This design comes from an exercise in tuning for small area on the open sky130 flow, not from production work. In this exercise RTL edits were held to simulation tests only and were not proved equivalent to the original. No driver is modelled on the clock port, so clock power and skew are understated where the tree is cut down; a real chip needs a root buffer or a tree. Power is estimated from default activity; no workload was simulated.

==> trial 5 <==
==> flow/design.v <==
module uart_tx (
    input  logic clk,
    input  logic rst,
    input  logic send,
    output logic tx
);
    localparam logic [7:0] MSG = "E";
    logic [3:0]  st;
    logic [10:0] u;
    wire term = (u[9:0] == 10'd520);           
    wire kick = (st == 4'd1);
    wire stop = term && (st == 4'd13);
    always_ff @(posedge clk or posedge rst) begin
        if (rst) begin
            st <= 4'd0;
            u  <= '0;
        end else begin
            u <= {u[9] ^ kick ^ stop, u[8:4], u[3] ^ kick ^ stop, u[2:0], u[10] ^ u[1] ^ term};
            case (st)
                4'd0:  if (send) st <= 4'd1;
                4'd1:  st <= 4'd2;
                4'd2:  if (term) st <= 4'd3;
                4'd3:  st <= 4'd4;
                4'd4:  if (term) st <= 4'd5;
                4'd5:  if (term) st <= 4'd6;
                4'd6:  if (term) st <= 4'd7;
                4'd7:  if (term) st <= 4'd8;
                4'd8:  if (term) st <= 4'd9;
                4'd9:  if (term) st <= 4'd10;
                4'd10: if (term) st <= 4'd11;
                4'd11: if (term) st <= 4'd12;
                4'd12: if (term) st <= 4'd13;
                4'd13: if (term) st <= 4'd14;
                default: st <= 4'd0;
            endcase
        end
    end
    always_comb begin
        case (st)
            4'd2, 4'd3:                  tx = 1'b0;        
            4'd4:                        tx = MSG[0];
            4'd5:                        tx = MSG[1];
            4'd6:                        tx = MSG[2];
            4'd7:                        tx = MSG[3];
            4'd8:                        tx = MSG[4];
            4'd9:                        tx = MSG[5];
            4'd10:                       tx = MSG[6];
            4'd11:                       tx = MSG[7];
            default:                     tx = 1'b1;
        endcase
    end
endmodule
module uart_rx (
    input  logic       clk,
    input  logic       rst,
    input  logic       rx,
    output logic [7:0] data,
    output logic       valid
);
    localparam logic [3:0] S_IDLE = 4'd0, S_DONE = 4'd11, S_START = 4'd1, S_STOP = 4'd10;
    logic [3:0]  st;
    logic [10:0] u;
    wire idle = (st == S_IDLE) || (st == S_DONE);
    wire term = (u[9:0] == 10'd520);
    wire kick = idle && !rx;
    wire stop = term && (st == S_STOP || (st == S_START && rx));
    assign valid = (st == S_DONE);
    logic [3:0] st_succ;
    always_comb
        case (st)
            4'd2: st_succ = 4'd3;
            4'd3: st_succ = 4'd4;
            4'd4: st_succ = 4'd5;
            4'd5: st_succ = 4'd6;
            4'd6: st_succ = 4'd7;
            4'd7: st_succ = 4'd8;
            4'd8: st_succ = 4'd9;
            default: st_succ = 4'd10;
        endcase
    wire in_data = (st != S_IDLE) && (st != S_DONE) && (st != S_START) && (st != S_STOP);
    always_ff @(posedge clk or posedge rst) begin
        if (rst) begin
            st <= S_IDLE;
            u  <= '0;
        end else begin
            u <= {u[9] ^ stop, u[8] ^ kick, u[7:4], u[3] ^ kick ^ stop, u[2], u[1] ^ kick, u[0], u[10] ^ u[1] ^ term};
            if (idle) st <= rx ? S_IDLE : S_START;
            else if (term) begin
                if (st == S_START)     st <= rx ? S_IDLE : 4'd2;
                else if (st == S_STOP) st <= S_DONE;
                else                   st <= st_succ;
            end
        end
    end
    always_ff @(posedge clk)
        if (term && in_data) data <= {rx, data[7:1]};
endmodule
module rxlogic_handle (
    input  logic        clk,
    input  logic        rst,
    input  logic [7:0]  data,
    input  logic        valid,
    input  logic        adv,     
    output logic [4:0]  code     
);
    function automatic logic [4:0] enc(input logic [7:0] c);
        logic is_letter, is_digit;
        logic [4:0] lcode, dcode;
        is_letter = (c[7:5] == 3'b010) && (c[4:0] != 5'd0) && (c[4:0] <= 5'd26);
        is_digit  = (c[7:4] == 4'b0011) && (c[3:0] <= 4'd9);
        lcode = ((c[4:0] == 5'd24) ? 5'd8 : c[4:0]) ^ 5'd15;
        dcode[0] = (c[3:0] == 4'd2) | (c[3:0] == 4'd4) | (c[3:0] == 4'd7) | (c[3:0] == 4'd9);
        dcode[1] = (c[3:0] == 4'd1) | (c[3:0] == 4'd4) | (c[3:0] == 4'd6) | (c[3:0] == 4'd7) | (c[3:0] == 4'd9);
        dcode[2] = (c[3:0] == 4'd1) | (c[3:0] == 4'd2) | (c[3:0] == 4'd3) | (c[3:0] == 4'd4) | (c[3:0] == 4'd5) | (c[3:0] == 4'd7);
        dcode[3] = (c[3:0] == 4'd5) | (c[3:0] == 4'd7);
        dcode[4] = (c[3:0] == 4'd2) | (c[3:0] == 4'd3) | (c[3:0] == 4'd4) | (c[3:0] == 4'd5) | (c[3:0] == 4'd6) | (c[3:0] == 4'd8) | (c[3:0] == 4'd9);
        enc = is_letter ? lcode : is_digit ? dcode : 5'd17;
    endfunction
    logic [39:0] d;        
    logic [2:0]  rs;       
    logic [2:0]  wpos;     
    logic        pend;     
    wire  [4:0]  wcode = enc(data);
    wire         wnow  = (valid | pend) && (wpos == 3'd7);
    function automatic logic [2:0] inc1(input logic [2:0] x);
        inc1 = {x[2] ^ (x[1] & x[0]), x[1] ^ x[0], ~x[0]};
    endfunction
    function automatic logic [2:0] inc2(input logic [2:0] x);
        inc2 = {x[2] ^ x[1], ~x[1], x[0]};
    endfunction
    always_ff @(posedge clk or posedge rst) begin
        if (rst) begin
            d    <= '0;
            rs   <= 3'd0;
            wpos <= 3'd7;
            pend <= 1'b0;
        end else begin
            d    <= {d[34:0], wnow ? wcode : d[39:35]};
            pend <= (valid | pend) && !wnow;
            wpos <= wnow ? wpos : inc1(wpos);
            rs   <= adv ? inc2(rs) : inc1(rs);
        end
    end
    assign code = (pend && rs == wpos) ? wcode : d[5*rs +: 5];
endmodule
module NDigitDisplay #(
    parameter N_DIGITS=8
)(
    input  logic        clk,
    input  logic        rstn,
    input  logic        rx,
    input  logic        send,
    output logic        tx,
    output logic [7:0]  an,
    output logic [6:0]  seg
);
    function automatic logic [6:0] dec(input logic [4:0] c);
        dec[0] = (c == 5'd13) | (c == 5'd11) | (c == 5'd7) | (c == 5'd6) | (c == 5'd5) | (c == 5'd3) | (c == 5'd2) | (c == 5'd1) | (c == 5'd29) | (c == 5'd27) | (c == 5'd26) | (c == 5'd25) | (c == 5'd23) | (c == 5'd22) | (c == 5'd17);
        dec[1] = (c == 5'd13) | (c == 5'd12) | (c == 5'd10) | (c == 5'd9) | (c == 5'd8) | (c == 5'd4) | (c == 5'd3) | (c == 5'd2) | (c == 5'd1) | (c == 5'd28) | (c == 5'd27) | (c == 5'd24) | (c == 5'd18) | (c == 5'd17);
        dec[2] = (c == 5'd12) | (c == 5'd10) | (c == 5'd9) | (c == 5'd3) | (c == 5'd31) | (c == 5'd29) | (c == 5'd27) | (c == 5'd21) | (c == 5'd17);
        dec[3] = (c == 5'd15) | (c == 5'd14) | (c == 5'd9) | (c == 5'd7) | (c == 5'd6) | (c == 5'd4) | (c == 5'd2) | (c == 5'd1) | (c == 5'd31) | (c == 5'd30) | (c == 5'd29) | (c == 5'd24) | (c == 5'd23) | (c == 5'd17);
        dec[4] = (c == 5'd15) | (c == 5'd6) | (c == 5'd5) | (c == 5'd30) | (c == 5'd28) | (c == 5'd25) | (c == 5'd23) | (c == 5'd22) | (c == 5'd20) | (c == 5'd19) | (c == 5'd17);
        dec[5] = (c == 5'd15) | (c == 5'd11) | (c == 5'd6) | (c == 5'd5) | (c == 5'd2) | (c == 5'd1) | (c == 5'd25) | (c == 5'd24) | (c == 5'd21) | (c == 5'd20) | (c == 5'd17);
        dec[6] = (c == 5'd15) | (c == 5'd12) | (c == 5'd8) | (c == 5'd6) | (c == 5'd5) | (c == 5'd3) | (c == 5'd0) | (c == 5'd26) | (c == 5'd25) | (c == 5'd17);
    endfunction
    logic [7:0] r_data;
    logic       r_valid;
    logic [4:0] code;
    logic [4:0] scode;    
    localparam logic [4:0] BLANK = 5'd17;   
    uart_tx UART_TX (.clk(clk), .rst(rstn), .send(send), .tx(tx));
    uart_rx UART_RX (.clk(clk), .rst(rstn), .rx(rx), .data(r_data), .valid(r_valid));
    localparam logic [13:0] C_INIT = 14'd13977;
    logic [13:0] cnt;
    logic [3:0]  index;
    logic [8:0]  onehot;
    wire cterm = ({cnt[13], cnt[9:0]} == {1'b0, 10'd844});
    wire cfb   = ~(cnt[13] ^ cnt[11] ^ cnt[4] ^ cnt[1]) ^ cterm;
    rxlogic_handle RxLogic (.clk(clk), .rst(rstn), .data(r_data), .valid(r_valid),
                            .adv(cterm && index != 4'd8), .code(code));
    always_ff @(posedge clk or posedge rstn) begin
        if (rstn) begin
            cnt   <= C_INIT;
            index <= '0;
            scode <= BLANK;
        end else begin
            cnt <= {cnt[12:0], cfb};
            if (cterm)
                case (index)
                    4'd0: index <= 4'd1;
                    4'd1: index <= 4'd2;
                    4'd2: index <= 4'd3;
                    4'd3: index <= 4'd4;
                    4'd4: index <= 4'd5;
                    4'd5: index <= 4'd6;
                    4'd6: index <= 4'd7;
                    4'd7: index <= 4'd8;
                    default: index <= 4'd0;
                endcase
            scode <= code;
        end
    end
    always_comb
        for (int k = 0; k < 9; k++) onehot[k] = (index == 4'(k));
    assign an  = ~onehot[7:0];
    assign seg = dec(scode);
endmodule
==> flow/flow/run.sh <==
#!/bin/bash
# Layout flow: the standard synthesis with an area-oriented ABC script
# and no adder extraction, then the standard ORFS steps with a lighter clock
# tree and minimum-size port buffers. Each step's output goes to its own log.
set -euo pipefail
F=$PWD/flow
export MY_ABC_SCRIPT=$F/abc_area.script
export FLOW_SYNTH_TCL=$PWD/synth_recipe.tcl
bash standard.sh SYNTH_SCRIPT=$F/mysynth.tcl ADDER_MAP_FILE= synth > synth.log 2>&1
export PRE_CTS_TCL=$F/mycts.tcl
bash standard.sh \
  "BUFFER_PORTS_ARGS=-buffer_cell sky130_fd_sc_hd__buf_1" \
  finish > layout.log 2>&1
==> flow/flow/abc_area.script <==
strash
&get -n
&st
&dc2
&syn3
&dch
&nf -R 2000 -a
&put
topo
==> flow/flow/mycts.tcl <==
# PRE_CTS hook: replaces TritonCTS with a small hand-built clock tree. The
# clock port drives one root inverter, which drives MY_CTS_NBUF leaf
# inverters, each driving the flip-flops of one cluster (k-means on the
# flip-flop positions) from the cluster's centre. Every flip-flop sees the
# same two inversions; the rest of ORFS's CTS step (placement legalisation,
# timing repair) runs as usual.
set ::env(MY_CTS_NBUF) 6
set ::env(MY_CTS_BUF) sky130_fd_sc_hd__inv_8
set ::env(MY_CTS_ROOT) sky130_fd_sc_hd__inv_6
# Clock tree built by hand in place of TritonCTS: the clock port drives
# NBUF buffers (CLKBUF), each driving the flip-flops of one cluster
# (k-means on the flip-flop positions), placed at its cluster's centre.
proc my_clock_tree {args} {
  set nbuf $::env(MY_CTS_NBUF)
  set cell $::env(MY_CTS_BUF)
  set block [ord::get_db_block]
  set master [[ord::get_db] findMaster $cell]
  set clknet [$block findNet clk]
  set sinks {}
  foreach it [$clknet getITerms] {
    set inst [$it getInst]
    set loc [$inst getLocation]
    lappend sinks [list $it [lindex $loc 0] [lindex $loc 1]]
  }
  # k-means, seeded along x
  set sorted [lsort -real -index 1 $sinks]
  set n [llength $sorted]
  set cent {}
  for {set k 0} {$k < $nbuf} {incr k} {
    set s [lindex $sorted [expr {int(($k + 0.5) * $n / $nbuf)}]]
    lappend cent [list [lindex $s 1] [lindex $s 2]]
  }
  for {set iter 0} {$iter < 50} {incr iter} {
    set groups {}
    for {set k 0} {$k < $nbuf} {incr k} { lappend groups {} }
    foreach s $sinks {
      set best 0; set bd 1e30
      for {set k 0} {$k < $nbuf} {incr k} {
        set c [lindex $cent $k]
        set d [expr {abs([lindex $s 1]-[lindex $c 0]) + abs([lindex $s 2]-[lindex $c 1])}]
        if {$d < $bd} { set bd $d; set best $k }
      }
      lset groups $best [concat [lindex $groups $best] [list $s]]
    }
    set cent {}
    foreach g $groups {
      set sx 0; set sy 0
      foreach s $g { set sx [expr {$sx + [lindex $s 1]}]; set sy [expr {$sy + [lindex $s 2]}] }
      set m [expr {max(1, [llength $g])}]
      lappend cent [list [expr {int($sx / $m)}] [expr {int($sy / $m)}]]
    }
  }
  for {set k 0} {$k < $nbuf} {incr k} {
    set g [lindex $groups $k]
    if {[llength $g] == 0} { continue }
    set inst [odb::dbInst_create $block $master "clkbuf_leaf_$k"]
    set net [odb::dbNet_create $block "clknet_leaf_$k"]
    $net setSigType CLOCK
    foreach s $g {
      set it [lindex $s 0]
      $it disconnect
      $it connect $net
    }
    [$inst findITerm A] connect $clknet
    [outterm $inst] connect $net
    set c [lindex $cent $k]
    $inst setLocation [lindex $c 0] [lindex $c 1]
    $inst setPlacementStatus PLACED
    puts "clock buffer $k: [llength $g] sinks at $c"
  }
  $clknet setSigType CLOCK
  if {[info exists ::env(MY_CTS_ROOT)]} {
    set rm [[ord::get_db] findMaster $::env(MY_CTS_ROOT)]
    set root [odb::dbInst_create $block $rm "clkbuf_root"]
    set rnet [odb::dbNet_create $block "clknet_root"]
    $rnet setSigType CLOCK
    set sx 0; set sy 0; set n 0
    foreach it [$clknet getITerms] {
      set l [[$it getInst] getLocation]
      set sx [expr {$sx + [lindex $l 0]}]; set sy [expr {$sy + [lindex $l 1]}]; incr n
      $it disconnect
      $it connect $rnet
    }
    [$root findITerm A] connect $clknet
    [outterm $root] connect $rnet
    $root setLocation [expr {int($sx/$n)}] [expr {int($sy/$n)}]
    $root setPlacementStatus PLACED
  }
}
proc outterm {inst} {
  set t [$inst findITerm X]
  if {$t == "NULL" || $t == ""} { set t [$inst findITerm Y] }
  return $t
}
proc clock_tree_synthesis {args} {
  my_clock_tree
  set_propagated_clock [all_clocks]
}
==> flow/flow/mysynth.tcl <==
# The standard synthesis (synth_recipe.tcl), with the ABC step given an
# area-oriented script instead of ORFS's speed script.
proc abc {args} {
  set i [lsearch -exact $args -script]
  if {$i >= 0} { lset args [expr {$i+1}] $::env(MY_ABC_SCRIPT) }
  yosys abc {*}$args
}
source $::env(FLOW_SYNTH_TCL)
==> flow/standard.sh <==
#!/bin/bash
# synth_recipe.tcl (not shown) runs the flow's synth.tcl, then flattens the netlist and writes it again
# the make line also repeats each setting of config.mk as NAME=value (left out here)
make -C /OpenROAD-flow-scripts/flow DESIGN_CONFIG=/design/flow/config.mk WORK_HOME=/design/flow/orfs CLKGATE_MAP_FILE= SYNTH_SCRIPT=/design/flow/synth_recipe.tcl "${@:-finish}"
==> flow/config.mk <==
export PLATFORM = sky130hd
export DESIGN_NAME = NDigitDisplay
export DESIGN_NICKNAME = NDigitDisplay
export VERILOG_FILES = /design/flow/design.v
export SDC_FILE = /design/flow/constraint.sdc
export NUM_CORES = 4
export LEC_CHECK = 0
export CAP_MARGIN = 20
export CORE_MARGIN = 2
export CORE_UTILIZATION = 40
export SLEW_MARGIN = 20
==> flow/constraint.sdc <==
create_clock -name core_clock -period 10.0 [get_ports {clk}]
set_input_delay 2.0000 -clock core_clock [delete_from_list [all_inputs] [get_ports {clk}]]
set_output_delay 2.0000 -clock core_clock [all_outputs]
set_load 0.01 [all_outputs]
==> inputs of build 18, as changes to trial 5 <==
--- a/flow/design.v
+++ b/flow/design.v
@@ -4,18 +4,19 @@
     input  logic send,
     output logic tx
 );
+    localparam logic [10:0] T_INIT = 11'd1007;
     localparam logic [7:0] MSG = "E";
     logic [3:0]  st;
-    logic [10:0] u;
-    wire term = (u[9:0] == 10'd520);           
-    wire kick = (st == 4'd1);
-    wire stop = term && (st == 4'd13);
+    logic [10:0] t;
+    wire term = (t[9:0] == 10'd503);
+    wire fb   = ~(t[10] ^ t[1]) ^ term;
+    wire run  = (st != 4'd0) && (st != 4'd1);
     always_ff @(posedge clk or posedge rst) begin
         if (rst) begin
             st <= 4'd0;
-            u  <= '0;
-        end else begin
-            u <= {u[9] ^ kick ^ stop, u[8:4], u[3] ^ kick ^ stop, u[2:0], u[10] ^ u[1] ^ term};
+            t  <= T_INIT;
+        end else begin
+            t <= run ? {t[9:0], fb} : T_INIT;
             case (st)
                 4'd0:  if (send) st <= 4'd1;
                 4'd1:  st <= 4'd2;
@@ -57,13 +58,13 @@
     output logic [7:0] data,
     output logic       valid
 );
+    localparam logic [10:0] T_INIT = 11'd1515;
     localparam logic [3:0] S_IDLE = 4'd0, S_DONE = 4'd11, S_START = 4'd1, S_STOP = 4'd10;
     logic [3:0]  st;
-    logic [10:0] u;
+    logic [10:0] t;
     wire idle = (st == S_IDLE) || (st == S_DONE);
-    wire term = (u[9:0] == 10'd520);
-    wire kick = idle && !rx;
-    wire stop = term && (st == S_STOP || (st == S_START && rx));
+    wire term = (t[9:0] == 10'd503);
+    wire fb   = ~(t[10] ^ t[1]) ^ term;
     assign valid = (st == S_DONE);
     logic [3:0] st_succ;
     always_comb
@@ -81,9 +82,9 @@
     always_ff @(posedge clk or posedge rst) begin
         if (rst) begin
             st <= S_IDLE;
-            u  <= '0;
-        end else begin
-            u <= {u[9] ^ stop, u[8] ^ kick, u[7:4], u[3] ^ kick ^ stop, u[2], u[1] ^ kick, u[0], u[10] ^ u[1] ^ term};
+            t  <= T_INIT;
+        end else begin
+            t <= idle ? T_INIT : {t[9:0], fb};
             if (idle) st <= rx ? S_IDLE : S_START;
             else if (term) begin
                 if (st == S_START)     st <= rx ? S_IDLE : 4'd2;
--- a/flow/flow/run.sh
+++ b/flow/flow/run.sh
@@ -7,7 +7,7 @@
 export MY_ABC_SCRIPT=$F/abc_area.script
 export FLOW_SYNTH_TCL=$PWD/synth_recipe.tcl
 bash standard.sh SYNTH_SCRIPT=$F/mysynth.tcl ADDER_MAP_FILE= synth > synth.log 2>&1
-export PRE_CTS_TCL=$F/mycts.tcl
 bash standard.sh \
+  "CTS_ARGS=-sink_clustering_enable -repair_clock_nets -dont_use_dummy_load -buf_list sky130_fd_sc_hd__clkbuf_8" \
   "BUFFER_PORTS_ARGS=-buffer_cell sky130_fd_sc_hd__buf_1" \
   finish > layout.log 2>&1
==> flow/flow/abc_area.script (replaced) <==
strash
&get -n
&st
&dc2
&syn4
&dc2
&dch
&nf -R 2000 -a
&put
topo
Settings changed: CORE_UTILIZATION 40 to 65.
removed: flow/flow/mycts.tcl
==> inputs of build 25, as changes to trial 5 <==
--- a/flow/design.v
+++ b/flow/design.v
@@ -57,7 +57,18 @@
     output logic [7:0] data,
     output logic       valid
 );
-    localparam logic [3:0] S_IDLE = 4'd0, S_DONE = 4'd11, S_START = 4'd1, S_STOP = 4'd10;
+    localparam logic [3:0] S_IDLE = 4'd0,
+                           S_START = 4'd4,
+                           S_D0 = 4'd8,
+                           S_D1 = 4'd9,
+                           S_D2 = 4'd10,
+                           S_D3 = 4'd11,
+                           S_D4 = 4'd12,
+                           S_D5 = 4'd13,
+                           S_D6 = 4'd14,
+                           S_D7 = 4'd15,
+                           S_STOP = 4'd6,
+                           S_DONE = 4'd2;
     logic [3:0]  st;
     logic [10:0] u;
     wire idle = (st == S_IDLE) || (st == S_DONE);
@@ -65,19 +76,19 @@
     wire kick = idle && !rx;
     wire stop = term && (st == S_STOP || (st == S_START && rx));
     assign valid = (st == S_DONE);
-    logic [3:0] st_succ;
+    logic [3:0] st_succ;    
     always_comb
         case (st)
-            4'd2: st_succ = 4'd3;
-            4'd3: st_succ = 4'd4;
-            4'd4: st_succ = 4'd5;
-            4'd5: st_succ = 4'd6;
-            4'd6: st_succ = 4'd7;
-            4'd7: st_succ = 4'd8;
-            4'd8: st_succ = 4'd9;
-            default: st_succ = 4'd10;
+            S_D0: st_succ = S_D1;
+            S_D1: st_succ = S_D2;
+            S_D2: st_succ = S_D3;
+            S_D3: st_succ = S_D4;
+            S_D4: st_succ = S_D5;
+            S_D5: st_succ = S_D6;
+            S_D6: st_succ = S_D7;
+            default: st_succ = S_STOP;
         endcase
-    wire in_data = (st != S_IDLE) && (st != S_DONE) && (st != S_START) && (st != S_STOP);
+    wire in_data = !idle && (st != S_START) && (st != S_STOP);
     always_ff @(posedge clk or posedge rst) begin
         if (rst) begin
             st <= S_IDLE;
@@ -86,7 +97,7 @@
             u <= {u[9] ^ stop, u[8] ^ kick, u[7:4], u[3] ^ kick ^ stop, u[2], u[1] ^ kick, u[0], u[10] ^ u[1] ^ term};
             if (idle) st <= rx ? S_IDLE : S_START;
             else if (term) begin
-                if (st == S_START)     st <= rx ? S_IDLE : 4'd2;
+                if (st == S_START)     st <= rx ? S_IDLE : S_D0;
                 else if (st == S_STOP) st <= S_DONE;
                 else                   st <= st_succ;
             end
@@ -120,6 +131,7 @@
     logic [2:0]  rs;       
     logic [2:0]  wpos;     
     logic        pend;     
+    logic        fl;       
     wire  [4:0]  wcode = enc(data);
     wire         wnow  = (valid | pend) && (wpos == 3'd7);
     function automatic logic [2:0] inc1(input logic [2:0] x);
@@ -130,18 +142,20 @@
     endfunction
     always_ff @(posedge clk or posedge rst) begin
         if (rst) begin
-            d    <= '0;
+            fl   <= 1'b1;
             rs   <= 3'd0;
             wpos <= 3'd7;
             pend <= 1'b0;
         end else begin
-            d    <= {d[34:0], wnow ? wcode : d[39:35]};
+            if (wpos == 3'd6) fl <= 1'b0;
             pend <= (valid | pend) && !wnow;
             wpos <= wnow ? wpos : inc1(wpos);
             rs   <= adv ? inc2(rs) : inc1(rs);
         end
     end
-    assign code = (pend && rs == wpos) ? wcode : d[5*rs +: 5];
+    always_ff @(posedge clk)
+        d <= {d[34:0], wnow ? wcode : (d[39:35] & {5{~fl}})};
+    assign code = (pend && rs == wpos) ? wcode : (d[5*rs +: 5] & {5{~fl}});
 endmodule
 module NDigitDisplay #(
     parameter N_DIGITS=8
==> flow/flow/abc_area.script (replaced) <==
strash
&get -n
&st
&dc2
&syn4
&dc2
&dch
&nf -R 2000 -a
&put
topo
==> inputs of build 16, as changes to trial 5 <==
--- a/flow/design.v
+++ b/flow/design.v
@@ -57,7 +57,18 @@
     output logic [7:0] data,
     output logic       valid
 );
-    localparam logic [3:0] S_IDLE = 4'd0, S_DONE = 4'd11, S_START = 4'd1, S_STOP = 4'd10;
+    localparam logic [3:0] S_IDLE = 4'd0,
+                           S_START = 4'd4,
+                           S_D0 = 4'd8,
+                           S_D1 = 4'd9,
+                           S_D2 = 4'd10,
+                           S_D3 = 4'd11,
+                           S_D4 = 4'd12,
+                           S_D5 = 4'd13,
+                           S_D6 = 4'd14,
+                           S_D7 = 4'd15,
+                           S_STOP = 4'd6,
+                           S_DONE = 4'd2;
     logic [3:0]  st;
     logic [10:0] u;
     wire idle = (st == S_IDLE) || (st == S_DONE);
@@ -65,19 +76,19 @@
     wire kick = idle && !rx;
     wire stop = term && (st == S_STOP || (st == S_START && rx));
     assign valid = (st == S_DONE);
-    logic [3:0] st_succ;
+    logic [3:0] st_succ;    
     always_comb
         case (st)
-            4'd2: st_succ = 4'd3;
-            4'd3: st_succ = 4'd4;
-            4'd4: st_succ = 4'd5;
-            4'd5: st_succ = 4'd6;
-            4'd6: st_succ = 4'd7;
-            4'd7: st_succ = 4'd8;
-            4'd8: st_succ = 4'd9;
-            default: st_succ = 4'd10;
+            S_D0: st_succ = S_D1;
+            S_D1: st_succ = S_D2;
+            S_D2: st_succ = S_D3;
+            S_D3: st_succ = S_D4;
+            S_D4: st_succ = S_D5;
+            S_D5: st_succ = S_D6;
+            S_D6: st_succ = S_D7;
+            default: st_succ = S_STOP;
         endcase
-    wire in_data = (st != S_IDLE) && (st != S_DONE) && (st != S_START) && (st != S_STOP);
+    wire in_data = !idle && (st != S_START) && (st != S_STOP);
     always_ff @(posedge clk or posedge rst) begin
         if (rst) begin
             st <= S_IDLE;
@@ -86,7 +97,7 @@
             u <= {u[9] ^ stop, u[8] ^ kick, u[7:4], u[3] ^ kick ^ stop, u[2], u[1] ^ kick, u[0], u[10] ^ u[1] ^ term};
             if (idle) st <= rx ? S_IDLE : S_START;
             else if (term) begin
-                if (st == S_START)     st <= rx ? S_IDLE : 4'd2;
+                if (st == S_START)     st <= rx ? S_IDLE : S_D0;
                 else if (st == S_STOP) st <= S_DONE;
                 else                   st <= st_succ;
             end
@@ -120,6 +131,7 @@
     logic [2:0]  rs;       
     logic [2:0]  wpos;     
     logic        pend;     
+    logic        fl;       
     wire  [4:0]  wcode = enc(data);
     wire         wnow  = (valid | pend) && (wpos == 3'd7);
     function automatic logic [2:0] inc1(input logic [2:0] x);
@@ -130,18 +142,20 @@
     endfunction
     always_ff @(posedge clk or posedge rst) begin
         if (rst) begin
-            d    <= '0;
+            fl   <= 1'b1;
             rs   <= 3'd0;
             wpos <= 3'd7;
             pend <= 1'b0;
         end else begin
-            d    <= {d[34:0], wnow ? wcode : d[39:35]};
+            if (wpos == 3'd6) fl <= 1'b0;
             pend <= (valid | pend) && !wnow;
             wpos <= wnow ? wpos : inc1(wpos);
             rs   <= adv ? inc2(rs) : inc1(rs);
         end
     end
-    assign code = (pend && rs == wpos) ? wcode : d[5*rs +: 5];
+    always_ff @(posedge clk)
+        d <= {d[34:0], wnow ? wcode : (d[39:35] & {5{~fl}})};
+    assign code = (pend && rs == wpos) ? wcode : (d[5*rs +: 5] & {5{~fl}});
 endmodule
 module NDigitDisplay #(
     parameter N_DIGITS=8
==> flow/flow/abc_area.script (replaced) <==
strash
&get -n
&st
&dc2
&syn4
&dc2
&syn3
&dch
&nf -R 2000 -a
&put
topo
==> comparison table <==
| metric | build 18 | trial 5 | build 25 | build 16 |
|---|---|---|---|---|
| Average wire length per cell after detail routing | 15.7 microns | 13.7 microns | 13.2 microns | 13.0 microns |
| Worst Path Max Fanout | 11 | 15 | 14 | 8 |
| Distinct cells, synth | 44 | 40 | 43 | 44 |
| Post-synthesis cell count | 370 | 383 | 385 | 375 |
| Status | complete, no violations | complete, no violations | complete, no violations | complete, no violations |
| Worst clock skew on the final layout | 0.0326 ns | 0.0292 ns | 0.0201 ns | 0.0415 ns |
| Number of vias per cell | 6.06 | 5.27 | 5.28 | 5.21 |
| Simple logic cell fraction of the synthesized area | 0.178 | 0.153 | 0.191 | 0.167 |
| Net Switching | 0.177 mW | 0.301 mW | 0.224 mW | 0.221 mW |
| Worst slack at placement | 6.24 ns | 6.33 ns | 6.46 ns | 6.18 ns |
| Power in sequential cells | 0.506 mW | 0.576 mW | 0.535 mW | 0.546 mW |
| Number of nets in the layout | 407 | 416 | 418 | 408 |
| Logic depth of the worst path, buffers included | 7 | 5 | 6 | 8 |
| Fraction of layout instances using a drive strength above 1 | 0.112 | 0.0537 | 0.0607 | 0.0572 |
| Chip height | 85.3 microns | 108 microns | 106 microns | 105 microns |
| Endpoint of the worst-slack reg-to-reg timing path | UART_RX.data[6] | UART_RX.data[2] | UART_RX.data[0] | UART_TX.u[4] |
| CP bufs+invs | 1 | 1 | 1 | 2 |
In trial 5, build 25 and build 16 the design's own scripts or RTL, not TritonCTS, make the clock network.

## separate check: timing with driven ports
The flow's constraints put no driver on any port. The routed layouts listed below were extracted and timed again, unchanged, in two steps. Step 1 sets driving cells, clkbuf_16 on the clock port and buf_2 on the other inputs (assumed; they add their load-dependent delay and slew). Step 2 moves the port delays by t, midway between the first and last clock arrival at a register: inputs arrive t later, outputs are due t later. That takes back most of the time a late clock gives input paths. Three values: no drivers, after step 1, after step 2; two values: the first two.
run	t, ns	setup WS [ns]	worst setup path at the end	clock arrival spread, ns	worst slew at a driven data input, ns
trial 5	0.247	6.069 / 6.028 / 6.275	register to output	0.029 / 0.029	0.03
build 18	0.383	6.077 / 6.044 / 6.427	register to output	0.032 / 0.033	0.03
build 25	0.243	6.204 / 6.164 / 6.407	register to output	0.021 / 0.022	0.03
build 16	0.246	5.964 / 5.924 / 6.170	register to output	0.044 / 0.044	0.03
After both steps setup and hold are still met in every run listed.
